Context: an optimization exercise on an open-source flow, tuned for small area. The choices shown serve that exercise and are no tape-out recipe. The RTL was checked by simulation tests, not by an equivalence proof against the original design. Power is estimated from default activity; no workload was simulated.

$ cat run.sh
#!/bin/bash
# synth_recipe.tcl (not shown) runs the flow's synth.tcl, then flattens the netlist and writes it again
# the make line also repeats each setting of config.mk as NAME=value (left out here)
make -C /OpenROAD-flow-scripts/flow DESIGN_CONFIG=/design/flow/config.mk WORK_HOME=/design/flow/orfs CLKGATE_MAP_FILE= SYNTH_SCRIPT=/design/flow/synth_recipe.tcl finish
$ cat config.mk
export PLATFORM = sky130hd
export DESIGN_NAME = top_logic
export DESIGN_NICKNAME = top_logic
export VERILOG_FILES = /design/flow/design.v
export SDC_FILE = /design/flow/constraint.sdc
export NUM_CORES = 4
export LEC_CHECK = 0
export CAP_MARGIN = 20
export CORE_MARGIN = 2
export CORE_UTILIZATION = 40
export SLEW_MARGIN = 20
$ cat constraint.sdc
create_clock -name core_clock -period 20.0 [get_ports {clk}]
set_input_delay 4.0000 -clock core_clock [delete_from_list [all_inputs] [get_ports {clk}]]
set_output_delay 4.0000 -clock core_clock [all_outputs]
set_load 0.01 [all_outputs]
$ cat design.v
module sq9(input [8:0] r, output [17:0] r2);
    wire s1 = (r[0] & r[7]) ^ (r[1] & r[6]);
    wire s2 = (r[0] & r[7]) & (r[1] & r[6]);
    wire s3 = (r[0] & r[8]) ^ (r[1] & r[7]);
    wire s4 = (r[0] & r[8]) & (r[1] & r[7]);
    wire s5 = (r[1] & r[8]) ^ (r[2] & r[7]) ^ (r[3] & r[6]);
    wire s6 = ((r[1] & r[8]) & (r[2] & r[7])) | ((r[1] & r[8]) & (r[3] & r[6])) | ((r[2] & r[7]) & (r[3] & r[6]));
    wire s7 = (r[0] & r[5]) ^ (r[1] & r[4]);
    wire s8 = (r[0] & r[5]) & (r[1] & r[4]);
    wire s9 = (r[0] & r[6]) ^ (r[1] & r[5]);
    wire s10 = (r[0] & r[6]) & (r[1] & r[5]);
    wire s11 = (r[2] & r[5]) ^ (r[3] & r[4]) ^ r[4];
    wire s12 = ((r[2] & r[5]) & (r[3] & r[4])) | ((r[2] & r[5]) & r[4]) | ((r[3] & r[4]) & r[4]);
    wire s13 = (r[2] & r[6]) ^ (r[3] & r[5]) ^ s3;
    wire s14 = ((r[2] & r[6]) & (r[3] & r[5])) | ((r[2] & r[6]) & s3) | ((r[3] & r[5]) & s3);
    wire s15 = (r[4] & r[5]) ^ r[5] ^ s5;
    wire s16 = ((r[4] & r[5]) & r[5]) | ((r[4] & r[5]) & s5) | (r[5] & s5);
    wire s17 = (r[2] & r[8]) ^ (r[3] & r[7]) ^ (r[4] & r[6]);
    wire s18 = ((r[2] & r[8]) & (r[3] & r[7])) | ((r[2] & r[8]) & (r[4] & r[6])) | ((r[3] & r[7]) & (r[4] & r[6]));
    wire s19 = (r[3] & r[8]) ^ (r[4] & r[7]) ^ (r[5] & r[6]);
    wire s20 = ((r[3] & r[8]) & (r[4] & r[7])) | ((r[3] & r[8]) & (r[5] & r[6])) | ((r[4] & r[7]) & (r[5] & r[6]));
    wire s21 = (r[0] & r[3]) ^ (r[1] & r[2]);
    wire s22 = (r[0] & r[3]) & (r[1] & r[2]);
    wire s23 = (r[0] & r[4]) ^ (r[1] & r[3]);
    wire s24 = (r[0] & r[4]) & (r[1] & r[3]);
    wire s25 = (r[2] & r[3]) ^ r[3] ^ s7;
    wire s26 = ((r[2] & r[3]) & r[3]) | ((r[2] & r[3]) & s7) | (r[3] & s7);
    wire s27 = (r[2] & r[4]) ^ s9 ^ s8;
    wire s28 = ((r[2] & r[4]) & s9) | ((r[2] & r[4]) & s8) | (s9 & s8);
    wire s29 = s1 ^ s11 ^ s10;
    wire s30 = (s1 & s11) | (s1 & s10) | (s11 & s10);
    wire s31 = s2 ^ s13 ^ s12;
    wire s32 = (s2 & s13) | (s2 & s12) | (s13 & s12);
    wire s33 = s4 ^ s15 ^ s14;
    wire s34 = (s4 & s15) | (s4 & s14) | (s15 & s14);
    wire s35 = s6 ^ s17 ^ s16;
    wire s36 = (s6 & s17) | (s6 & s16) | (s17 & s16);
    wire s37 = r[6] ^ s19 ^ s18;
    wire s38 = (r[6] & s19) | (r[6] & s18) | (s19 & s18);
    wire s39 = (r[4] & r[8]) ^ (r[5] & r[7]) ^ s20;
    wire s40 = ((r[4] & r[8]) & (r[5] & r[7])) | ((r[4] & r[8]) & s20) | ((r[5] & r[7]) & s20);
    wire s41 = (r[5] & r[8]) ^ (r[6] & r[7]) ^ r[7];
    wire s42 = ((r[5] & r[8]) & (r[6] & r[7])) | ((r[5] & r[8]) & r[7]) | ((r[6] & r[7]) & r[7]);
    wire s43 = (r[0] & r[1]) ^ r[1];
    wire s44 = (r[0] & r[1]) & r[1];
    wire s45 = (r[0] & r[2]) ^ s44;
    wire s46 = (r[0] & r[2]) & s44;
    wire s47 = r[2] ^ s21 ^ s46;
    wire s48 = (r[2] & s21) | (r[2] & s46) | (s21 & s46);
    wire s49 = s23 ^ s22 ^ s48;
    wire s50 = (s23 & s22) | (s23 & s48) | (s22 & s48);
    wire s51 = s25 ^ s24 ^ s50;
    wire s52 = (s25 & s24) | (s25 & s50) | (s24 & s50);
    wire s53 = s27 ^ s26 ^ s52;
    wire s54 = (s27 & s26) | (s27 & s52) | (s26 & s52);
    wire s55 = s29 ^ s28 ^ s54;
    wire s56 = (s29 & s28) | (s29 & s54) | (s28 & s54);
    wire s57 = s31 ^ s30 ^ s56;
    wire s58 = (s31 & s30) | (s31 & s56) | (s30 & s56);
    wire s59 = s33 ^ s32 ^ s58;
    wire s60 = (s33 & s32) | (s33 & s58) | (s32 & s58);
    wire s61 = s35 ^ s34 ^ s60;
    wire s62 = (s35 & s34) | (s35 & s60) | (s34 & s60);
    wire s63 = s37 ^ s36 ^ s62;
    wire s64 = (s37 & s36) | (s37 & s62) | (s36 & s62);
    wire s65 = s39 ^ s38 ^ s64;
    wire s66 = (s39 & s38) | (s39 & s64) | (s38 & s64);
    wire s67 = s41 ^ s40 ^ s66;
    wire s68 = (s41 & s40) | (s41 & s66) | (s40 & s66);
    wire s69 = (r[6] & r[8]) ^ s42 ^ s68;
    wire s70 = ((r[6] & r[8]) & s42) | ((r[6] & r[8]) & s68) | (s42 & s68);
    wire s71 = (r[7] & r[8]) ^ r[8] ^ s70;
    wire s72 = ((r[7] & r[8]) & r[8]) | ((r[7] & r[8]) & s70) | (r[8] & s70);
    assign r2 = {s72, s71, s69, s67, s65, s63, s61, s59, s57, s55, s53, s51, s49, s47, s45, s43, 1'b0, r[0]};
endmodule
module sq_thr(input [8:0] r, input [17:0] r2, output [17:0] s2);
    wire h1 = r2[4] ^ r[0];
    wire h2 = r2[4] & r[0];
    wire h3 = r2[5] ^ r[1];
    wire h4 = r2[5] & r[1];
    wire h5 = r2[6] ^ r[2];
    wire h6 = r2[6] & r[2];
    wire h7 = r2[7] ^ r[3] ^ r[4];
    wire h8 = (r2[7] & r[3]) | (r2[7] & r[4]) | (r[3] & r[4]);
    wire h9 = r2[8] ^ r[4];
    wire h10 = r2[8] & r[4];
    wire h11 = r2[9] ^ r[5];
    wire h12 = r2[9] & r[5];
    wire h13 = r2[10] ^ r[6];
    wire h14 = r2[10] & r[6];
    wire h15 = r2[11] ^ r[7];
    wire h16 = r2[11] & r[7];
    wire h17 = r[1] ^ 1'b1;
    wire h18 = r[1] & 1'b1;
    wire h19 = r[2] ^ h3 ^ h2;
    wire h20 = (r[2] & h3) | (r[2] & h2) | (h3 & h2);
    wire h21 = r[3] ^ h5 ^ h4;
    wire h22 = (r[3] & h5) | (r[3] & h4) | (h5 & h4);
    wire h23 = 1'b1 ^ h7 ^ h6;
    wire h24 = (1'b1 & h7) | (1'b1 & h6) | (h7 & h6);
    wire h25 = r[5] ^ h9 ^ h8;
    wire h26 = (r[5] & h9) | (r[5] & h8) | (h9 & h8);
    wire h27 = r[6] ^ h11 ^ h10;
    wire h28 = (r[6] & h11) | (r[6] & h10) | (h11 & h10);
    wire h29 = r[7] ^ h13 ^ h12;
    wire h30 = (r[7] & h13) | (r[7] & h12) | (h13 & h12);
    wire h31 = r[8] ^ h15 ^ h14;
    wire h32 = (r[8] & h15) | (r[8] & h14) | (h15 & h14);
    wire h33 = r2[12] ^ r[8] ^ h16;
    wire h34 = (r2[12] & r[8]) | (r2[12] & h16) | (r[8] & h16);
    wire h35 = r2[3] ^ r[0];
    wire h36 = r2[3] & r[0];
    wire h37 = h1 ^ h17 ^ h36;
    wire h38 = (h1 & h17) | (h1 & h36) | (h17 & h36);
    wire h39 = h19 ^ h18 ^ h38;
    wire h40 = (h19 & h18) | (h19 & h38) | (h18 & h38);
    wire h41 = h21 ^ h20 ^ h40;
    wire h42 = (h21 & h20) | (h21 & h40) | (h20 & h40);
    wire h43 = h23 ^ h22 ^ h42;
    wire h44 = (h23 & h22) | (h23 & h42) | (h22 & h42);
    wire h45 = h25 ^ h24 ^ h44;
    wire h46 = (h25 & h24) | (h25 & h44) | (h24 & h44);
    wire h47 = h27 ^ h26 ^ h46;
    wire h48 = (h27 & h26) | (h27 & h46) | (h26 & h46);
    wire h49 = h29 ^ h28 ^ h48;
    wire h50 = (h29 & h28) | (h29 & h48) | (h28 & h48);
    wire h51 = h31 ^ h30 ^ h50;
    wire h52 = (h31 & h30) | (h31 & h50) | (h30 & h50);
    wire h53 = h33 ^ h32 ^ h52;
    wire h54 = (h33 & h32) | (h33 & h52) | (h32 & h52);
    wire h55 = r2[13] ^ h34 ^ h54;
    wire h56 = (r2[13] & h34) | (r2[13] & h54) | (h34 & h54);
    wire h57 = r2[14] ^ h56;
    wire h58 = r2[14] & h56;
    wire h59 = r2[15] ^ h58;
    wire h60 = r2[15] & h58;
    wire h61 = r2[16] ^ h60;
    wire h62 = r2[16] & h60;
    wire h63 = r2[17] ^ h62;
    wire h64 = r2[17] & h62;
    assign s2 = {h63, h61, h59, h57, h55, h53, h51, h49, h47, h45, h43, h41, h39, h37, h35, r2[2], r2[1], r2[0]};
endmodule
module sumsq_lt(input [8:0] a, input [8:0] b, input [17:0] t, output lt);
    wire q1 = (a[0] & a[7]) ^ (a[1] & a[6]) ^ (a[2] & a[5]);
    wire q2 = ((a[0] & a[7]) & (a[1] & a[6])) | ((a[0] & a[7]) & (a[2] & a[5])) | ((a[1] & a[6]) & (a[2] & a[5]));
    wire q3 = (a[0] & a[8]) ^ (a[1] & a[7]);
    wire q4 = (a[0] & a[8]) & (a[1] & a[7]);
    wire q5 = (a[1] & a[8]) ^ (a[2] & a[7]) ^ (a[3] & a[6]);
    wire q6 = ((a[1] & a[8]) & (a[2] & a[7])) | ((a[1] & a[8]) & (a[3] & a[6])) | ((a[2] & a[7]) & (a[3] & a[6]));
    wire q7 = (a[4] & a[5]) ^ a[5];
    wire q8 = (a[4] & a[5]) & a[5];
    wire q9 = (a[0] & a[3]) ^ (a[1] & a[2]);
    wire q10 = (a[0] & a[3]) & (a[1] & a[2]);
    wire q11 = (a[0] & a[5]) ^ (a[1] & a[4]) ^ (a[2] & a[3]);
    wire q12 = ((a[0] & a[5]) & (a[1] & a[4])) | ((a[0] & a[5]) & (a[2] & a[3])) | ((a[1] & a[4]) & (a[2] & a[3]));
    wire q13 = a[3] ^ (b[0] & b[5]);
    wire q14 = a[3] & (b[0] & b[5]);
    wire q15 = (a[0] & a[6]) ^ (a[1] & a[5]) ^ (a[2] & a[4]);
    wire q16 = ((a[0] & a[6]) & (a[1] & a[5])) | ((a[0] & a[6]) & (a[2] & a[4])) | ((a[1] & a[5]) & (a[2] & a[4]));
    wire q17 = (b[0] & b[6]) ^ (b[1] & b[5]);
    wire q18 = (b[0] & b[6]) & (b[1] & b[5]);
    wire q19 = (a[3] & a[4]) ^ a[4] ^ (b[0] & b[7]);
    wire q20 = ((a[3] & a[4]) & a[4]) | ((a[3] & a[4]) & (b[0] & b[7])) | (a[4] & (b[0] & b[7]));
    wire q21 = (b[1] & b[6]) ^ (b[2] & b[5]) ^ (b[3] & b[4]);
    wire q22 = ((b[1] & b[6]) & (b[2] & b[5])) | ((b[1] & b[6]) & (b[3] & b[4])) | ((b[2] & b[5]) & (b[3] & b[4]));
    wire q23 = b[4] ^ ~t[8];
    wire q24 = b[4] & ~t[8];
    wire q25 = (a[2] & a[6]) ^ (a[3] & a[5]) ^ (b[0] & b[8]);
    wire q26 = ((a[2] & a[6]) & (a[3] & a[5])) | ((a[2] & a[6]) & (b[0] & b[8])) | ((a[3] & a[5]) & (b[0] & b[8]));
    wire q27 = (b[1] & b[7]) ^ (b[2] & b[6]) ^ (b[3] & b[5]);
    wire q28 = ((b[1] & b[7]) & (b[2] & b[6])) | ((b[1] & b[7]) & (b[3] & b[5])) | ((b[2] & b[6]) & (b[3] & b[5]));
    wire q29 = ~t[9] ^ q3 ^ q2;
    wire q30 = (~t[9] & q3) | (~t[9] & q2) | (q3 & q2);
    wire q31 = (b[1] & b[8]) ^ (b[2] & b[7]) ^ (b[3] & b[6]);
    wire q32 = ((b[1] & b[8]) & (b[2] & b[7])) | ((b[1] & b[8]) & (b[3] & b[6])) | ((b[2] & b[7]) & (b[3] & b[6]));
    wire q33 = (b[4] & b[5]) ^ b[5] ^ ~t[10];
    wire q34 = ((b[4] & b[5]) & b[5]) | ((b[4] & b[5]) & ~t[10]) | (b[5] & ~t[10]);
    wire q35 = q5 ^ q7 ^ q4;
    wire q36 = (q5 & q7) | (q5 & q4) | (q7 & q4);
    wire q37 = (a[2] & a[8]) ^ (a[3] & a[7]) ^ (a[4] & a[6]);
    wire q38 = ((a[2] & a[8]) & (a[3] & a[7])) | ((a[2] & a[8]) & (a[4] & a[6])) | ((a[3] & a[7]) & (a[4] & a[6]));
    wire q39 = (b[2] & b[8]) ^ (b[3] & b[7]) ^ (b[4] & b[6]);
    wire q40 = ((b[2] & b[8]) & (b[3] & b[7])) | ((b[2] & b[8]) & (b[4] & b[6])) | ((b[3] & b[7]) & (b[4] & b[6]));
    wire q41 = ~t[11] ^ q6 ^ q8;
    wire q42 = (~t[11] & q6) | (~t[11] & q8) | (q6 & q8);
    wire q43 = (a[3] & a[8]) ^ (a[4] & a[7]) ^ (a[5] & a[6]);
    wire q44 = ((a[3] & a[8]) & (a[4] & a[7])) | ((a[3] & a[8]) & (a[5] & a[6])) | ((a[4] & a[7]) & (a[5] & a[6]));
    wire q45 = a[6] ^ (b[3] & b[8]) ^ (b[4] & b[7]);
    wire q46 = (a[6] & (b[3] & b[8])) | (a[6] & (b[4] & b[7])) | ((b[3] & b[8]) & (b[4] & b[7]));
    wire q47 = (b[5] & b[6]) ^ b[6] ^ ~t[12];
    wire q48 = ((b[5] & b[6]) & b[6]) | ((b[5] & b[6]) & ~t[12]) | (b[6] & ~t[12]);
    wire q49 = (a[4] & a[8]) ^ (a[5] & a[7]) ^ (b[4] & b[8]);
    wire q50 = ((a[4] & a[8]) & (a[5] & a[7])) | ((a[4] & a[8]) & (b[4] & b[8])) | ((a[5] & a[7]) & (b[4] & b[8]));
    wire q51 = (a[5] & a[8]) ^ (a[6] & a[7]) ^ a[7];
    wire q52 = ((a[5] & a[8]) & (a[6] & a[7])) | ((a[5] & a[8]) & a[7]) | ((a[6] & a[7]) & a[7]);
    wire q53 = (a[0] & a[1]) ^ a[1];
    wire q54 = (a[0] & a[1]) & a[1];
    wire q55 = a[2] ^ (b[0] & b[3]) ^ (b[1] & b[2]);
    wire q56 = (a[2] & (b[0] & b[3])) | (a[2] & (b[1] & b[2])) | ((b[0] & b[3]) & (b[1] & b[2]));
    wire q57 = (a[0] & a[4]) ^ (a[1] & a[3]) ^ (b[0] & b[4]);
    wire q58 = ((a[0] & a[4]) & (a[1] & a[3])) | ((a[0] & a[4]) & (b[0] & b[4])) | ((a[1] & a[3]) & (b[0] & b[4]));
    wire q59 = (b[1] & b[3]) ^ ~t[5];
    wire q60 = (b[1] & b[3]) & ~t[5];
    wire q61 = (b[1] & b[4]) ^ (b[2] & b[3]) ^ b[3];
    wire q62 = ((b[1] & b[4]) & (b[2] & b[3])) | ((b[1] & b[4]) & b[3]) | ((b[2] & b[3]) & b[3]);
    wire q63 = ~t[6] ^ q11 ^ q13;
    wire q64 = (~t[6] & q11) | (~t[6] & q13) | (q11 & q13);
    wire q65 = (b[2] & b[4]) ^ ~t[7] ^ q15;
    wire q66 = ((b[2] & b[4]) & ~t[7]) | ((b[2] & b[4]) & q15) | (~t[7] & q15);
    wire q67 = q17 ^ q12 ^ q14;
    wire q68 = (q17 & q12) | (q17 & q14) | (q12 & q14);
    wire q69 = q1 ^ q19 ^ q21;
    wire q70 = (q1 & q19) | (q1 & q21) | (q19 & q21);
    wire q71 = q23 ^ q16 ^ q18;
    wire q72 = (q23 & q16) | (q23 & q18) | (q16 & q18);
    wire q73 = q25 ^ q27 ^ q29;
    wire q74 = (q25 & q27) | (q25 & q29) | (q27 & q29);
    wire q75 = q20 ^ q22 ^ q24;
    wire q76 = (q20 & q22) | (q20 & q24) | (q22 & q24);
    wire q77 = q31 ^ q33 ^ q35;
    wire q78 = (q31 & q33) | (q31 & q35) | (q33 & q35);
    wire q79 = q26 ^ q28 ^ q30;
    wire q80 = (q26 & q28) | (q26 & q30) | (q28 & q30);
    wire q81 = q37 ^ q39 ^ q41;
    wire q82 = (q37 & q39) | (q37 & q41) | (q39 & q41);
    wire q83 = q32 ^ q34 ^ q36;
    wire q84 = (q32 & q34) | (q32 & q36) | (q34 & q36);
    wire q85 = q43 ^ q45 ^ q47;
    wire q86 = (q43 & q45) | (q43 & q47) | (q45 & q47);
    wire q87 = q38 ^ q40 ^ q42;
    wire q88 = (q38 & q40) | (q38 & q42) | (q40 & q42);
    wire q89 = (b[5] & b[7]) ^ ~t[13] ^ q49;
    wire q90 = ((b[5] & b[7]) & ~t[13]) | ((b[5] & b[7]) & q49) | (~t[13] & q49);
    wire q91 = q44 ^ q46 ^ q48;
    wire q92 = (q44 & q46) | (q44 & q48) | (q46 & q48);
    wire q93 = (b[5] & b[8]) ^ (b[6] & b[7]) ^ b[7];
    wire q94 = ((b[5] & b[8]) & (b[6] & b[7])) | ((b[5] & b[8]) & b[7]) | ((b[6] & b[7]) & b[7]);
    wire q95 = ~t[14] ^ q51 ^ q50;
    wire q96 = (~t[14] & q51) | (~t[14] & q50) | (q51 & q50);
    wire q97 = (a[6] & a[8]) ^ (b[6] & b[8]) ^ ~t[15];
    wire q98 = ((a[6] & a[8]) & (b[6] & b[8])) | ((a[6] & a[8]) & ~t[15]) | ((b[6] & b[8]) & ~t[15]);
    wire q99 = (a[7] & a[8]) ^ a[8] ^ (b[7] & b[8]);
    wire q100 = ((a[7] & a[8]) & a[8]) | ((a[7] & a[8]) & (b[7] & b[8])) | (a[8] & (b[7] & b[8]));
    wire q101 = a[0] ^ b[0];
    wire q102 = a[0] & b[0];
    wire q103 = (b[0] & b[1]) ^ b[1];
    wire q104 = (b[0] & b[1]) & b[1];
    wire q105 = (a[0] & a[2]) ^ (b[0] & b[2]) ^ ~t[3];
    wire q106 = ((a[0] & a[2]) & (b[0] & b[2])) | ((a[0] & a[2]) & ~t[3]) | ((b[0] & b[2]) & ~t[3]);
    wire q107 = b[2] ^ ~t[4] ^ q9;
    wire q108 = (b[2] & ~t[4]) | (b[2] & q9) | (~t[4] & q9);
    wire q109 = q10 ^ q57 ^ q59;
    wire q110 = (q10 & q57) | (q10 & q59) | (q57 & q59);
    wire q111 = q61 ^ q63 ^ q58;
    wire q112 = (q61 & q63) | (q61 & q58) | (q63 & q58);
    wire q113 = q65 ^ q67 ^ q62;
    wire q114 = (q65 & q67) | (q65 & q62) | (q67 & q62);
    wire q115 = q69 ^ q71 ^ q66;
    wire q116 = (q69 & q71) | (q69 & q66) | (q71 & q66);
    wire q117 = q73 ^ q75 ^ q70;
    wire q118 = (q73 & q75) | (q73 & q70) | (q75 & q70);
    wire q119 = q77 ^ q79 ^ q74;
    wire q120 = (q77 & q79) | (q77 & q74) | (q79 & q74);
    wire q121 = q81 ^ q83 ^ q78;
    wire q122 = (q81 & q83) | (q81 & q78) | (q83 & q78);
    wire q123 = q85 ^ q87 ^ q82;
    wire q124 = (q85 & q87) | (q85 & q82) | (q87 & q82);
    wire q125 = q89 ^ q91 ^ q86;
    wire q126 = (q89 & q91) | (q89 & q86) | (q91 & q86);
    wire q127 = q93 ^ q95 ^ q90;
    wire q128 = (q93 & q95) | (q93 & q90) | (q95 & q90);
    wire q129 = q52 ^ q97 ^ q94;
    wire q130 = (q52 & q97) | (q52 & q94) | (q97 & q94);
    wire q131 = b[8] ^ ~t[16] ^ q99;
    wire q132 = (b[8] & ~t[16]) | (b[8] & q99) | (~t[16] & q99);
    wire q133 = ~t[0] ^ 1'b1;
    wire q134 = ~t[0] & 1'b1;
    wire q135 = ~t[1] ^ q102;
    wire q136 = ~t[1] & q102;
    wire q137 = ~t[2] ^ q53 ^ q103;
    wire q138 = (~t[2] & q53) | (~t[2] & q103) | (q53 & q103);
    wire q139 = q54 ^ q105 ^ q104;
    wire q140 = (q54 & q105) | (q54 & q104) | (q105 & q104);
    wire q141 = q55 ^ q107 ^ q106;
    wire q142 = (q55 & q107) | (q55 & q106) | (q107 & q106);
    wire q143 = q56 ^ q109 ^ q108;
    wire q144 = (q56 & q109) | (q56 & q108) | (q109 & q108);
    wire q145 = q60 ^ q111 ^ q110;
    wire q146 = (q60 & q111) | (q60 & q110) | (q111 & q110);
    wire q147 = q64 ^ q113 ^ q112;
    wire q148 = (q64 & q113) | (q64 & q112) | (q113 & q112);
    wire q149 = q68 ^ q115 ^ q114;
    wire q150 = (q68 & q115) | (q68 & q114) | (q115 & q114);
    wire q151 = q72 ^ q117 ^ q116;
    wire q152 = (q72 & q117) | (q72 & q116) | (q117 & q116);
    wire q153 = q76 ^ q119 ^ q118;
    wire q154 = (q76 & q119) | (q76 & q118) | (q119 & q118);
    wire q155 = q80 ^ q121 ^ q120;
    wire q156 = (q80 & q121) | (q80 & q120) | (q121 & q120);
    wire q157 = q84 ^ q123 ^ q122;
    wire q158 = (q84 & q123) | (q84 & q122) | (q123 & q122);
    wire q159 = q88 ^ q125 ^ q124;
    wire q160 = (q88 & q125) | (q88 & q124) | (q125 & q124);
    wire q161 = q92 ^ q127 ^ q126;
    wire q162 = (q92 & q127) | (q92 & q126) | (q127 & q126);
    wire q163 = q96 ^ q129 ^ q128;
    wire q164 = (q96 & q129) | (q96 & q128) | (q129 & q128);
    wire q165 = q98 ^ q131 ^ q130;
    wire q166 = (q98 & q131) | (q98 & q130) | (q131 & q130);
    wire q167 = ~t[17] ^ q100 ^ q132;
    wire q168 = (~t[17] & q100) | (~t[17] & q132) | (q100 & q132);
    wire q169 = q101 & q133;
    wire q170 = (q135 & q134) | (q135 & q169) | (q134 & q169);
    wire q171 = (q137 & q136) | (q137 & q170) | (q136 & q170);
    wire q172 = (q139 & q138) | (q139 & q171) | (q138 & q171);
    wire q173 = (q141 & q140) | (q141 & q172) | (q140 & q172);
    wire q174 = (q143 & q142) | (q143 & q173) | (q142 & q173);
    wire q175 = (q145 & q144) | (q145 & q174) | (q144 & q174);
    wire q176 = (q147 & q146) | (q147 & q175) | (q146 & q175);
    wire q177 = (q149 & q148) | (q149 & q176) | (q148 & q176);
    wire q178 = (q151 & q150) | (q151 & q177) | (q150 & q177);
    wire q179 = (q153 & q152) | (q153 & q178) | (q152 & q178);
    wire q180 = (q155 & q154) | (q155 & q179) | (q154 & q179);
    wire q181 = (q157 & q156) | (q157 & q180) | (q156 & q180);
    wire q182 = (q159 & q158) | (q159 & q181) | (q158 & q181);
    wire q183 = (q161 & q160) | (q161 & q182) | (q160 & q182);
    wire q184 = (q163 & q162) | (q163 & q183) | (q162 & q183);
    wire q185 = (q165 & q164) | (q165 & q184) | (q164 & q184);
    wire q186 = (q167 & q166) | (q167 & q185) | (q166 & q185);
    wire q187 = (1'b1 & q168) | (1'b1 & q186) | (q168 & q186);
    assign lt = ~q187;
endmodule
module top_logic(
    input clk,
    input rst,
    input frz,
    input [4:0] level,
    input Dout,
    output vsync,
    output hsync,
    output [3:0] VGA_R,
    output [3:0] VGA_G,
    output [3:0] VGA_B,
    input BTNU,
    input BTND,
    input BTNL,
    input BTNR,
    output [7:0] seven_seg,
    output [7:0] sel,
    input pattern_select,
    input I_spi_miso,
    output O_spi_sck,
    output O_spi_cs,
    output O_spi_mosi
);
    reg [10:0] hcount;
    reg [9:0]  vcount;
    reg [9:0]  counter;
    reg        frame;
    wire hreset = (hcount == 11'd1039);
    wire vs = !(vcount >= 10'd637 && vcount <= 10'd642);      
    wire hs = !(hcount >= 11'd856 && hcount <= 11'd975);
    always @(posedge clk) begin
        if (rst) begin
            hcount  <= 0;
            vcount  <= 0;
            counter <= 0;
            frame   <= 0;
        end else begin
            hcount <= hreset ? 11'd0 : hcount + 11'd1;
            if (hreset) vcount <= (vcount == 10'd665) ? 10'd0 : vcount + 10'd1;
            if (counter == 10'd30 && frz) begin
                counter <= 0;
                frame   <= 1;
            end else begin
                if (!vs) counter <= counter + 10'd1;
                frame <= 0;
            end
        end
    end
    assign vsync = ~vs;
    assign hsync = ~hs;
    wire paused = ~frz;
    reg [10:0] b1x;
    reg [9:0]  b1y;
    reg        b1sx, b1sy;
    reg [15:0] score;
    reg        over;
    always @(posedge clk) begin
        if (rst) begin
            b1x <= 11'd500;
            b1y <= 10'd500;
            b1sx <= 0;
            b1sy <= 0;
            score <= 0;
        end else if (frame && !over) begin
            if (b1x == 11'd2 || b1x == 11'd3) begin b1sx <= 1; score <= score + 1'b1; end
            else if (b1x == 11'd762 || b1x == 11'd761) begin b1sx <= 0; score <= score + 1'b1; end
            if (b1y == 10'd36 || b1y == 10'd37) begin b1sy <= 1; score <= score + 1'b1; end
            else if (b1y == 10'd562 || b1y == 10'd561) begin b1sy <= 0; score <= score + 1'b1; end
            b1x <= b1sx ? b1x + 11'd2 : b1x - 11'd2;
            b1y <= b1sy ? b1y + 10'd2 : b1y - 10'd2;
            if (score[3:0] == 10) begin score[3:0] <= 0; score[7:4] <= score[7:4] + 1'b1; end
            if (score[7:4] == 10) begin score[7:4] <= 0; score[11:8] <= score[11:8] + 1'b1; end
            if (score[11:8] == 10) begin score[11:8] <= 0; score[15:12] <= score[15:12] + 1'b1; end
            if (score[15:12] == 10) begin score[11:8] <= 0; end
        end
    end
    reg [10:0] b2x;
    reg [9:0]  b2y;
    reg        b2sx, b2sy;
    always @(posedge clk) begin
        if (rst) begin
            b2sx <= 0;
            b2sy <= 0;
        end else begin
            if (b2x <= 11'd2) b2sx <= 1;
            else if (b2x >= 11'd762) b2sx <= 0;
            if (b2y <= 10'd36) b2sy <= 1;
            else if (b2y >= 10'd562) b2sy <= 0;
        end
    end
    always @(posedge clk) begin
        if (rst) begin
            b2x <= 11'd200;
            b2y <= 10'd500;
        end else if (frame) begin
            b2x <= b2sx ? b2x + 11'd2 : b2x - 11'd2;
            b2y <= b2sy ? b2y + 10'd3 : b2y - 10'd3;
        end
    end
    reg [7:0] spi_i;           
    reg [5:0] state;           
    reg       cs_r, sck_r, mosi_r;
    reg [3:0] dout;
    reg [3:0] spi_x_out, spi_y_out;
    wire sel0f = (spi_i != 8'd0) && (spi_i <= 8'd100);    
    always @(posedge clk) begin
        if (rst) begin
            spi_i <= 0;
            spi_x_out <= 0;
            spi_y_out <= 0;
        end else begin
            spi_i <= (spi_i == 8'd199) ? 8'd0 : spi_i + 8'd1;
            if (spi_i == 8'd99)  spi_y_out <= dout;
            if (spi_i == 8'd199) spi_x_out <= dout;
        end
    end
    reg mosi_bit;
    always @(*) begin
        case (state[4:1])
            4'd4, 4'd6, 4'd7, 4'd15: mosi_bit = 1'b1;
            4'd11: mosi_bit = ~sel0f;
            4'd12, 4'd13, 4'd14: mosi_bit = sel0f;
            default: mosi_bit = 1'b0;
        endcase
    end
    always @(posedge clk) begin
        if (rst) begin
            state <= 0;
            cs_r <= 1;
            sck_r <= 0;
            mosi_r <= 0;
            dout <= 0;
        end else begin
            state <= (state == 6'd50) ? 6'd0 : state + 6'd1;
            cs_r <= (state == 6'd49);
            if (state != 6'd50) sck_r <= state[0];
            if (state <= 6'd30 && !state[0]) mosi_r <= mosi_bit;
            if (state == 6'd43) dout[3] <= I_spi_miso;
            if (state == 6'd45) dout[2] <= I_spi_miso;
            if (state == 6'd47) dout[1] <= I_spi_miso;
            if (state == 6'd49) dout[0] <= I_spi_miso;
        end
    end
    assign O_spi_cs = cs_r;
    assign O_spi_sck = sck_r;
    assign O_spi_mosi = mosi_r;
    reg [10:0] px;
    reg [9:0]  py;
    always @(posedge clk) begin
        if (rst) begin
            px <= 11'd500;
            py <= 10'd200;
        end else if (frame) begin
            if (!pattern_select) begin
                if (BTNL) px <= px - 11'd1;
                if (BTNR) px <= px + 11'd1;
                if (BTNU) py <= py - 10'd1;
                if (BTND) py <= py + 10'd1;
            end else begin
                if (spi_x_out == 4'd1 || spi_x_out == 4'd2) px <= px - 11'd1;
                else if (spi_x_out == 4'd3 || spi_x_out == 4'd4) px <= px - 11'd2;
                else if (spi_x_out == 4'd14 || spi_x_out == 4'd13) px <= px + 11'd1;
                else if (spi_x_out == 4'd12 || spi_x_out == 4'd11) px <= px + 11'd2;
                if (spi_y_out == 4'd1 || spi_y_out == 4'd2) py <= py + 10'd1;
                else if (spi_y_out == 4'd3 || spi_y_out == 4'd4) py <= py + 10'd2;
                else if (spi_y_out == 4'd14 || spi_y_out == 4'd13) py <= py - 10'd1;
                else if (spi_y_out == 4'd12 || spi_y_out == 4'd11) py <= py - 10'd2;
            end
        end
    end
    reg [8:0]  R;              
    reg [18:0] cnt;            
    reg        c19, c20;       
    reg [11:0] color;
    wire [11:0] dx1 = {1'b0, px} - {1'b0, b1x};
    wire [10:0] dy1 = {1'b0, py} - {1'b0, b1y};
    wire [11:0] dx2 = {1'b0, px} - {1'b0, b2x};
    wire [10:0] dy2 = {1'b0, py} - {1'b0, b2y};
    wire [10:0] ax1 = (dx1[10:0] ^ {11{dx1[11]}}) + dx1[11];
    wire [9:0]  ay1 = (dy1[9:0] ^ {10{dy1[10]}}) + dy1[10];
    wire [10:0] ax2 = (dx2[10:0] ^ {11{dx2[11]}}) + dx2[11];
    wire [9:0]  ay2 = (dy2[9:0] ^ {10{dy2[10]}}) + dy2[10];
    wire [17:0] R2, S2;
    sq9    u_r2(.r(R), .r2(R2));
    sq_thr u_s2(.r(R), .r2(R2), .s2(S2));
    wire lt1, lt2;
    sumsq_lt u_h1(.a(ax1[8:0]), .b(ay1[8:0]), .t(S2), .lt(lt1));
    sumsq_lt u_h2(.a(ax2[8:0]), .b(ay2[8:0]), .t(S2), .lt(lt2));
    wire hit1 = (ax1[10:9] == 2'b0) && !ay1[9] && lt1;
    wire hit2 = (ax2[10:9] == 2'b0) && !ay2[9] && lt2;
    wire [9:0]  Rp2 = {1'b0, R} + 10'd2;
    wire [11:0] xpR = {1'b0, px} + {3'b0, R};
    wire [10:0] ypR = {1'b0, py} + {2'b0, R};
    wire [10:0] yR36 = {2'b0, R} + 11'd36;
    wire wall = ({1'b0, px} < {2'b0, Rp2}) || (xpR > 12'd762) ||
                ({1'b0, py} >= {2'b0, R} && {1'b0, py} < yR36) || (ypR > 11'd562);
    wire collide = wall || hit1 || hit2;
    wire shrink = c20 && !Dout && (R > 9'd7);
    always @(posedge clk) begin
        if (rst) begin
            R <= 9'd10;
            cnt <= 0;
            c19 <= 0;
            c20 <= 0;
            color <= 12'h6C3;
            over <= 0;
        end else begin
            if (paused) color <= 12'h6C3;
            if (!paused) {c19, cnt} <= {1'b0, cnt} + 20'd1;
            if (shrink) begin
                R <= R - 9'd2;
                c20 <= 0;
                color <= color + 12'h333;
            end
            if (c19) begin
                c19 <= 0;
                c20 <= ~c20;
                R <= R + 9'd1;
            end
            if (collide) R <= 9'd400;
            over <= collide;
        end
    end
    wire [11:0] h12 = {1'b0, hcount} + 12'd12;
    wire [10:0] v12 = {1'b0, vcount} + 11'd12;
    wire [11:0] ex1 = h12 - {1'b0, b1x};
    wire [10:0] ey1 = v12 - {1'b0, b1y};
    wire [11:0] ex2 = h12 - {1'b0, b2x};
    wire [10:0] ey2 = v12 - {1'b0, b2y};
    wire [4:0] ahx1 = (ex1[4:0] >= 5'd12) ? ex1[4:0] - 5'd12 : 5'd12 - ex1[4:0];
    wire [4:0] avy1 = (ey1[4:0] >= 5'd12) ? ey1[4:0] - 5'd12 : 5'd12 - ey1[4:0];
    wire [4:0] ahx2 = (ex2[4:0] >= 5'd12) ? ex2[4:0] - 5'd12 : 5'd12 - ex2[4:0];
    wire [4:0] avy2 = (ey2[4:0] >= 5'd12) ? ey2[4:0] - 5'd12 : 5'd12 - ey2[4:0];
    wire [8:0] qb1 = ahx1[3:0] * ahx1[3:0] + avy1[3:0] * avy1[3:0];
    wire [8:0] qb2 = ahx2[3:0] * ahx2[3:0] + avy2[3:0] * avy2[3:0];
    wire in_b1 = (ex1 <= 12'd24) && (ey1 <= 11'd24) && (qb1 <= 9'd144);
    wire in_b2 = (ex2 <= 12'd24) && (ey2 <= 11'd24) && (qb2 <= 9'd144);
    wire in_bd = (hcount == 11'd0) || (vcount == 10'd30) || (hcount == 11'd768) || (vcount == 10'd568);
    wire [11:0] hxp = {1'b0, hcount} - {1'b0, px};
    wire [10:0] vyp = {1'b0, vcount} - {1'b0, py};
    wire [10:0] ahxp = (hxp[10:0] ^ {11{hxp[11]}}) + hxp[11];
    wire [9:0]  avyp = (vyp[9:0] ^ {10{vyp[10]}}) + vyp[10];
    wire ltp;
    sumsq_lt u_p(.a(ahxp[8:0]), .b(avyp[8:0]), .t(R2), .lt(ltp));
    wire in_p = (ahxp[10:9] == 2'b0) && !avyp[9] && ltp;
    reg [11:0] s1;             
    always @(posedge clk)
        s1 <= (in_b1 || in_b2 || in_bd) ? 12'hFFF : (in_p ? color : 12'h000);
    localparam WIDTH = 10, HEIGHT = 40;
    localparam [7:0] x = 120;
    localparam [7:0] y = 245;
    wire text =
        ((hcount >= (x + 5*WIDTH + 3*HEIGHT) && hcount < (x + 6*WIDTH + 3*HEIGHT)) && (vcount >= y && vcount < (y + 2*WIDTH + HEIGHT))) ||
        ((hcount >= (x + 5*WIDTH + 3*HEIGHT) && hcount < (x + 6*WIDTH + 3*HEIGHT)) && (vcount >= (y + 2*WIDTH + HEIGHT) && vcount < (y + 2*WIDTH + 2*HEIGHT))) ||
        ((hcount >= (x + 5*WIDTH + 3*HEIGHT) && hcount < (x + 7*WIDTH + 4*HEIGHT)) && (vcount >= (y + 2*WIDTH + 2*HEIGHT) && vcount < (y + 3*WIDTH + 2*HEIGHT))) ||
        ((hcount >= (x + 8*WIDTH + 4*HEIGHT) && hcount < (x + 10*WIDTH + 5*HEIGHT)) && (vcount >= y && vcount < (y + WIDTH))) ||
        ((hcount >= (x + 8*WIDTH + 4*HEIGHT) && hcount < (x + 9*WIDTH + 4*HEIGHT)) && (vcount >= (y + WIDTH) && vcount < (y + 2*WIDTH + HEIGHT))) ||
        ((hcount >= (x + 8*WIDTH + 4*HEIGHT) && hcount < (x + 9*WIDTH + 4*HEIGHT)) && (vcount >= (y + 2*WIDTH + HEIGHT) && vcount < (y + 2*WIDTH + 2*HEIGHT))) ||
        ((hcount >= (x + 8*WIDTH + 4*HEIGHT) && hcount < (x + 10*WIDTH + 5*HEIGHT)) && (vcount >= (y + 2*WIDTH + 2*HEIGHT) && vcount < (y + 3*WIDTH + 2*HEIGHT))) ||
        ((hcount >= (x + 9*WIDTH + 5*HEIGHT) && hcount < (x + 10*WIDTH + 5*HEIGHT)) && (vcount >= (y + WIDTH) && vcount < (y + 2*WIDTH + HEIGHT))) ||
        ((hcount >= (x + 9*WIDTH + 5*HEIGHT) && hcount < (x + 10*WIDTH + 5*HEIGHT)) && (vcount >= (y + 2*WIDTH + HEIGHT) && vcount < (y + 2*WIDTH + 2*HEIGHT))) ||
        ((hcount >= (x + 11*WIDTH + 5*HEIGHT) && hcount < (x + 13*WIDTH + 6*HEIGHT)) && (vcount >= y && vcount < (y + WIDTH))) ||
        ((hcount >= (x + 11*WIDTH + 5*HEIGHT) && hcount < (x + 12*WIDTH + 5*HEIGHT)) && (vcount >= (y + WIDTH) && vcount < (y + WIDTH + HEIGHT))) ||
        ((hcount >= (x + 11*WIDTH + 5*HEIGHT) && hcount < (x + 13*WIDTH + 6*HEIGHT)) && (vcount >= (y + WIDTH + HEIGHT) && vcount < (y + 2*WIDTH + HEIGHT))) ||
        ((hcount >= (x + 12*WIDTH + 6*HEIGHT) && hcount < (x + 13*WIDTH + 6*HEIGHT)) && (vcount >= (y + 2*WIDTH + HEIGHT) && vcount < (y + 2*WIDTH + 2*HEIGHT))) ||
        ((hcount >= (x + 11*WIDTH + 5*HEIGHT) && hcount < (x + 13*WIDTH + 6*HEIGHT)) && (vcount >= (y + 2*WIDTH + 2*HEIGHT) && vcount < (y + 3*WIDTH + 2*HEIGHT))) ||
        ((hcount >= (x + 14*WIDTH + 6*HEIGHT) && hcount < (x + 16*WIDTH + 7*HEIGHT)) && (vcount >= y && vcount < (y + WIDTH))) ||
        ((hcount >= (x + 14*WIDTH + 6*HEIGHT + HEIGHT/2) && hcount < (x + 15*WIDTH + 6*HEIGHT + HEIGHT/2)) && (vcount >= y && vcount < (y + 2*WIDTH + HEIGHT))) ||
        ((hcount >= (x + 14*WIDTH + 6*HEIGHT + HEIGHT/2) && hcount < (x + 15*WIDTH + 6*HEIGHT + HEIGHT/2)) && (vcount >= (y + 2*WIDTH + HEIGHT) && vcount < (y + 3*WIDTH + 2*HEIGHT)));
    reg        txt;            
    reg [11:0] final_pixel;
    always @(posedge clk) begin
        if (rst) begin
            final_pixel <= 0;
            txt <= 0;
        end else if (!over) begin
            final_pixel <= s1;
        end else begin
            txt <= text;
            final_pixel <= {4'h0, {8{txt}}};
        end
    end
    assign VGA_R = final_pixel[11:8];
    assign VGA_G = final_pixel[7:4];
    assign VGA_B = final_pixel[3:0];
    reg [18:0] scnt;
    always @(posedge clk) begin
        if (rst) scnt <= 0;
        else scnt <= (scnt == 19'd500000) ? 19'd1 : scnt + 19'd1;
    end
    reg [3:0] digit;
    always @(*) begin
        case (scnt[13:11])
            3'd0: digit = score[3:0];
            3'd1: digit = score[7:4];
            3'd2: digit = score[11:8];
            3'd3: digit = score[15:12];
            default: digit = 4'hF;
        endcase
    end
    reg [7:0] seg;
    always @(*) begin
        case (digit)
            4'h0: seg = 8'hc0;
            4'h1: seg = 8'hf9;
            4'h2: seg = 8'ha4;
            4'h3: seg = 8'hb0;
            4'h4: seg = 8'h99;
            4'h5: seg = 8'h92;
            4'h6: seg = 8'h82;
            4'h7: seg = 8'hf8;
            4'h8: seg = 8'h80;
            4'h9: seg = 8'h90;
            default: seg = 8'hff;
        endcase
    end
    assign seven_seg = seg;
    assign sel = ~(8'd1 << scnt[13:11]);
endmodule
==> impl_results.html <==
<table>
<tr><th>Metric</th><th>Value</th></tr>
<tr><th colspan="2">Outcome</th></tr>
<tr><td>Result of the run</td><td>finished clean</td></tr>
<tr><th colspan="2">Detailed routing</th></tr>
<tr><td>Detail-routed via count per cell</td><td>around 5.5</td></tr>
<tr><td>Total via count after detailed routing</td><td>between 20000 and 30000</td></tr>
<tr><td>Final wirelength</td><td>around 88000 um</td></tr>
<tr><td>1st-pass router iterations</td><td>5</td></tr>
<tr><td>DRT antenna net count</td><td>0</td></tr>
<tr><td>DRC</td><td>0</td></tr>
<tr><td>1st-iter DRT viols</td><td>2087</td></tr>
<tr><td>WL/cell</td><td>between 15 and 20 um</td></tr>
<tr><th colspan="2">Setup path</th></tr>
<tr><td>Stage delay of the slowest cell on the critical path</td><td>a little under 0.8 ns</td></tr>
<tr><td>Internal reg-to-reg setup slack</td><td>about 8.6 ns</td></tr>
<tr><td>Class of the most critical setup path</td><td>register to register</td></tr>
<tr><td>Required time reported for the critical path endpoint</td><td>between 20 and 25 ns</td></tr>
<tr><td>Critical path's most frequent cell</td><td>sky130_fd_sc_hd__fa_1</td></tr>
<tr><td>Worst Path Buf+Inv</td><td>10</td></tr>
<tr><td>Largest fanout on the critical path</td><td>16</td></tr>
<tr><td>CP max stage cell</td><td>sky130_fd_sc_hd__dfxtp_1</td></tr>
<tr><td>Number of cells on the critical path</td><td>37</td></tr>
<tr><td>Worst Setup End Kind</td><td>register</td></tr>
<tr><td>Number of cells on the worst reg-to-reg path</td><td>37</td></tr>
<tr><td>Launching element type of the critical path</td><td>register</td></tr>
<tr><td>Worst path top cell family by delay</td><td>adder cells</td></tr>
<tr><td>Worst reg2reg path startpoint</td><td>R[3]</td></tr>
<tr><td>Data arrival time of the critical path</td><td>between 10 and 15 ns</td></tr>
<tr><td>R2R Path End</td><td>R[1]</td></tr>
<tr><th colspan="2">Logic synthesis</th></tr>
<tr><td>Total nets after synthesis</td><td>about 4600</td></tr>
<tr><td>Sequential element share of the synthesized area</td><td>14.3%</td></tr>
<tr><td>Yosys Warn Count</td><td>1</td></tr>
<tr><td>Number of synthesized register bits</td><td>228</td></tr>
<tr><td>XOR/XNOR Fraction of Synth Area</td><td>under 10%</td></tr>
<tr><td>Number of enable-type register cells in the synthesized netlist</td><td>0</td></tr>
<tr><td>Fraction of the mapped netlist area in compound gates</td><td>between 15 and 20%</td></tr>
<tr><td>Simple-Gate Fraction of Synth Area</td><td>20.6%</td></tr>
<tr><td>Synth Area in Adders</td><td>~30%</td></tr>
<tr><td>Per-instance average area after synthesis</td><td>approximately 8 sq um</td></tr>
<tr><td>Main combinational cell family by area after synthesis</td><td>adder cells</td></tr>
<tr><td>Gate count after technology mapping</td><td>roughly 4000</td></tr>
<tr><td>Ys async rst share</td><td>0%</td></tr>
<tr><td>Most used flip-flop cell after synthesis</td><td>sky130_fd_sc_hd__dfxtp_1</td></tr>
<tr><td>Count of distinct cell types in the synthesized netlist</td><td>about 110</td></tr>
<tr><td>Multiplexer area fraction after synthesis</td><td>1.23%</td></tr>
<tr><td>Post-synth design cell area</td><td>about 0.032 sq mm</td></tr>
<tr><th colspan="2">Floorplanning</th></tr>
<tr><td>Vert. Die Dim</td><td>about 290 um</td></tr>
<tr><td>Core Rows</td><td>between 100 and 150</td></tr>
<tr><td>Initial Util</td><td>40.4%</td></tr>
<tr><td>Total I/O pin count</td><td>48</td></tr>
<tr><td>Placeable core area</td><td>a little under 0.08 sq mm</td></tr>
<tr><td>Total Die Area</td><td>approximately 0.08 sq mm</td></tr>
<tr><td>Die extent in x</td><td>287 um</td></tr>
<tr><th colspan="2">CTS</th></tr>
<tr><td>Maximum level of the CTS H-tree</td><td>1</td></tr>
<tr><td>Clock Tree Buf Depth</td><td>3</td></tr>
<tr><td>Clock insertion delay at the later pin of the skew report</td><td>~0.57 ns</td></tr>
<tr><td>Total clock buffers created by CTS</td><td>27</td></tr>
<tr><td>Number of hold-repair buffers added at the cts stage</td><td>0</td></tr>
<tr><td>Count of buffers added by post-CTS timing repair for setup</td><td>0</td></tr>
<tr><td>Clock Sink Count</td><td>~230</td></tr>
<tr><td>Library cell used as clock root buffer</td><td>sky130_fd_sc_hd__clkbuf_16</td></tr>
<tr><td>CTS resizes</td><td>0</td></tr>
<tr><td>Clock-pin slew on the worst setup and hold paths</td><td>0.07 ns</td></tr>
<tr><td>TritonCTS clock tree</td><td>done</td></tr>
<tr><th colspan="2">Worst hold path</th></tr>
<tr><td>HP Class</td><td>register to register</td></tr>
<tr><td>Worst hold path startpoint</td><td>b2x[10]</td></tr>
<tr><td>Worst min-delay path endpoint</td><td>b2sx</td></tr>
<tr><td>Worst hold stages</td><td>1</td></tr>
<tr><th colspan="2">STA</th></tr>
<tr><td>Post-layout minimum cycle time</td><td>between 10 and 15 ns</td></tr>
<tr><td>Final count of hold timing violations</td><td>0</td></tr>
<tr><td>Setup-violating endpoint count in the final report</td><td>0</td></tr>
<tr><td>Fmax</td><td>around 88 MHz</td></tr>
<tr><td>Slew at the pin closest to its max-slew limit</td><td>1.12 ns</td></tr>
<tr><td>Tcrit/Tclk final</td><td>56.8%</td></tr>
<tr><td>Total Neg Setup Slack</td><td>0 ns</td></tr>
<tr><td>Setup repair after global routing missed its margin</td><td>no</td></tr>
<tr><td>Final Max Tran Viols</td><td>0</td></tr>
<tr><td>Hold_ws</td><td>around 0.42 ns</td></tr>
<tr><td>Relative slew slack</td><td>between 20 and 30%</td></tr>
<tr><td>Final worst clock skew</td><td>around 0.020 ns</td></tr>
<tr><th colspan="2">Finish</th></tr>
<tr><td>Most frequent standard cell in the layout excluding fill and tap cells</td><td>sky130_fd_sc_hd__inv_1</td></tr>
<tr><td>Commonest non-fill, non-tap cells in the layout</td><td>455 x sky130_fd_sc_hd__inv_1, 423 x sky130_fd_sc_hd__nor2_1, 329 x sky130_fd_sc_hd__nand2_1</td></tr>
<tr><td>Core occupancy in the finished layout</td><td>between 40% and 50%</td></tr>
<tr><td>Layout overhead on the synthesized area</td><td>7.64%</td></tr>
<tr><td>Diodes inserted</td><td>0</td></tr>
<tr><td>Layout cells sized above 1</td><td>about 3.6%</td></tr>
<tr><td>Count of nets after finishing</td><td>4596</td></tr>
<tr><td>Fillers</td><td>7930</td></tr>
<tr><th colspan="2">Global route</th></tr>
<tr><td>Gr ovfl total</td><td>0</td></tr>
<tr><td>Total global routing track utilization</td><td>between 20% and 30%</td></tr>
<tr><td>Via count of the first global-routing pass</td><td>about 26000</td></tr>
<tr><td>Wire length of the first global-routing pass</td><td>roughly 140000 um</td></tr>
<tr><td>Largest net degree at the start of global routing</td><td>54</td></tr>
<tr><td>Number of antenna violations at the first check in global routing</td><td>0</td></tr>
<tr><th colspan="2">Placed design</th></tr>
<tr><td># port buffers</td><td>41</td></tr>
<tr><td>Final weighted congestion of routability-driven global placement</td><td>a little over 0.9</td></tr>
<tr><td>HPWL after DPL</td><td>approximately 71000 um</td></tr>
<tr><th colspan="2">Power</th></tr>
<tr><td>Static leakage power</td><td>between 10 and 15 nW</td></tr>
<tr><td>Power per cell area</td><td>slightly below 60 mW/mm^2</td></tr>
<tr><td>Maximum vdd ir drop</td><td>~87 uV</td></tr>
<tr><th colspan="2">Job</th></tr>
<tr><td>Maxcap violations</td><td>0</td></tr>
</table>
[layer usage]
layer,part of all wire (%),GRT usage [%],vias to the layer above
met3,4.8,1.60,85
li1,-,-,13689
met4,2.0,4.76,0
met2,46,35.2,676
met5,0,0,-
met1,47,30.4,13236
[area by class of cell]
class	instances	area (sq um)	share of cell area [%]
clock inverter	10	109	0.317
clock buffer	40	805	2.34
sequential	228	4560	13.3
tap	1050	1310	3.82
timing repair buffer	81	708	2.06
multi-input combinational	3185	25100	73.1
inverter	462	1740	5.05
[synth_stat cells, drive strengths merged, types with 24 or more instances]
library cell,n,area share (%)
inv,456,5.4
nor2,423,5.0
nand2,329,3.9
ha,324,13
fa,272,17
dfxtp,228,14
xnor2,220,6.0
a21oi,212,3.3
o21ai,182,2.9
xor2,114,3.2
clkbuf,97,1.1
nand3,97,1.5
nor3,92,1.4
and2,61,1.2
a21o,59,1.4
nor2b,54,1.1
nand2b,53,1.0
o211ai,42,0.99
or3,42,0.82
a31oi,41,0.80
and3,39,0.76
a211oi,35,0.84
nor4,35,0.69
o21a,35,0.82
nand4,33,0.65
buf,31,0.50
mux2i,28,0.88
o22ai,25,0.51
o21bai,24,0.56
[registers in the layout, summed over array words and instances (netlist names), 11 cells and up]
signal,cells
cnt,19
color,12
final_pixel,12
hcount,11
px,11
s1,12
scnt,19
score,16
[worst max-delay path by stage]
stage	endpoint	startpoint	slack, ns
6_report	R[1]	R[3]	8.64
5_1_grt	R[1]	R[3]	8.02
4_1_cts	R[1]	R[3]	8.57
3_5_place_dp	R[1]	R[1]	8.59
3_3_place_gp	R[3]	R[1]	8.55
2_1_floorplan	R[1]	R[3]	10.22
[power breakdown]
group / switching (mW) / internal, mW / leakage [nW]
Sequential: 0.0157 / 0.469 / 1.85
Combinational: 0.599 / 0.425 / 12.4
Clock: 0.214 / 0.293 / 0.441
Total: 0.829 / 1.19 / 14.7
[metrics by stage]
stage               setup slack, ns  power, mW  instances  instance area (sq um)
floorplan                     10.22       1.26       4003                  31900
global placement               8.55       1.51       5006                  33400
detailed placement             8.59       1.54       5006                  33400
CTS                            8.57       2.05       5056                  34400
global route                   8.02       2.22       5056                  34400
finish                         8.64       2.02       5056                  34400
[cell families (layout without fill, tap and decap cells)]
kind of cell | after synthesis | after routing
other | 1 | 1
adder cells (fa/ha/maj) | 601 | 601
AND/OR/NAND/NOR | 1362 | 1362
multiplexers | 34 | 34
XOR/XNOR | 334 | 334
AO/OA/AOI/OAI | 853 | 853
flip-flops | 228 | 228
buffers and inverters | 590 | 593

==> afterwards: timing with drivers on the ports <==
How much do the figures lean on ideal ports? The routed layout below was timed once more, with nothing changed but the port constraints. Step 1 sets driving cells, clkbuf_16 on the clock port and buf_2 on the other inputs (assumed; they add their load-dependent delay and slew). Step 2 also shifts input and output timing later by t, the mid clock arrival at the registers, as if the neighbouring blocks saw the same clock. Slacks: no drivers / after step 1 / after step 2; pairs: no drivers / after step 1.
t (ns): 0.623
slack for setup (ns): 8.638 / 8.638 / 8.638
worst setup path at the end: register to register
clock arrival spread, ns: 0.021 / 0.021
worst slew at a driven data input, ns: 0.03
After both steps this run still meets setup and hold. For this run, drivers alone change the setup slack by 0.000 ns; drivers and shift together by 0.000 ns.
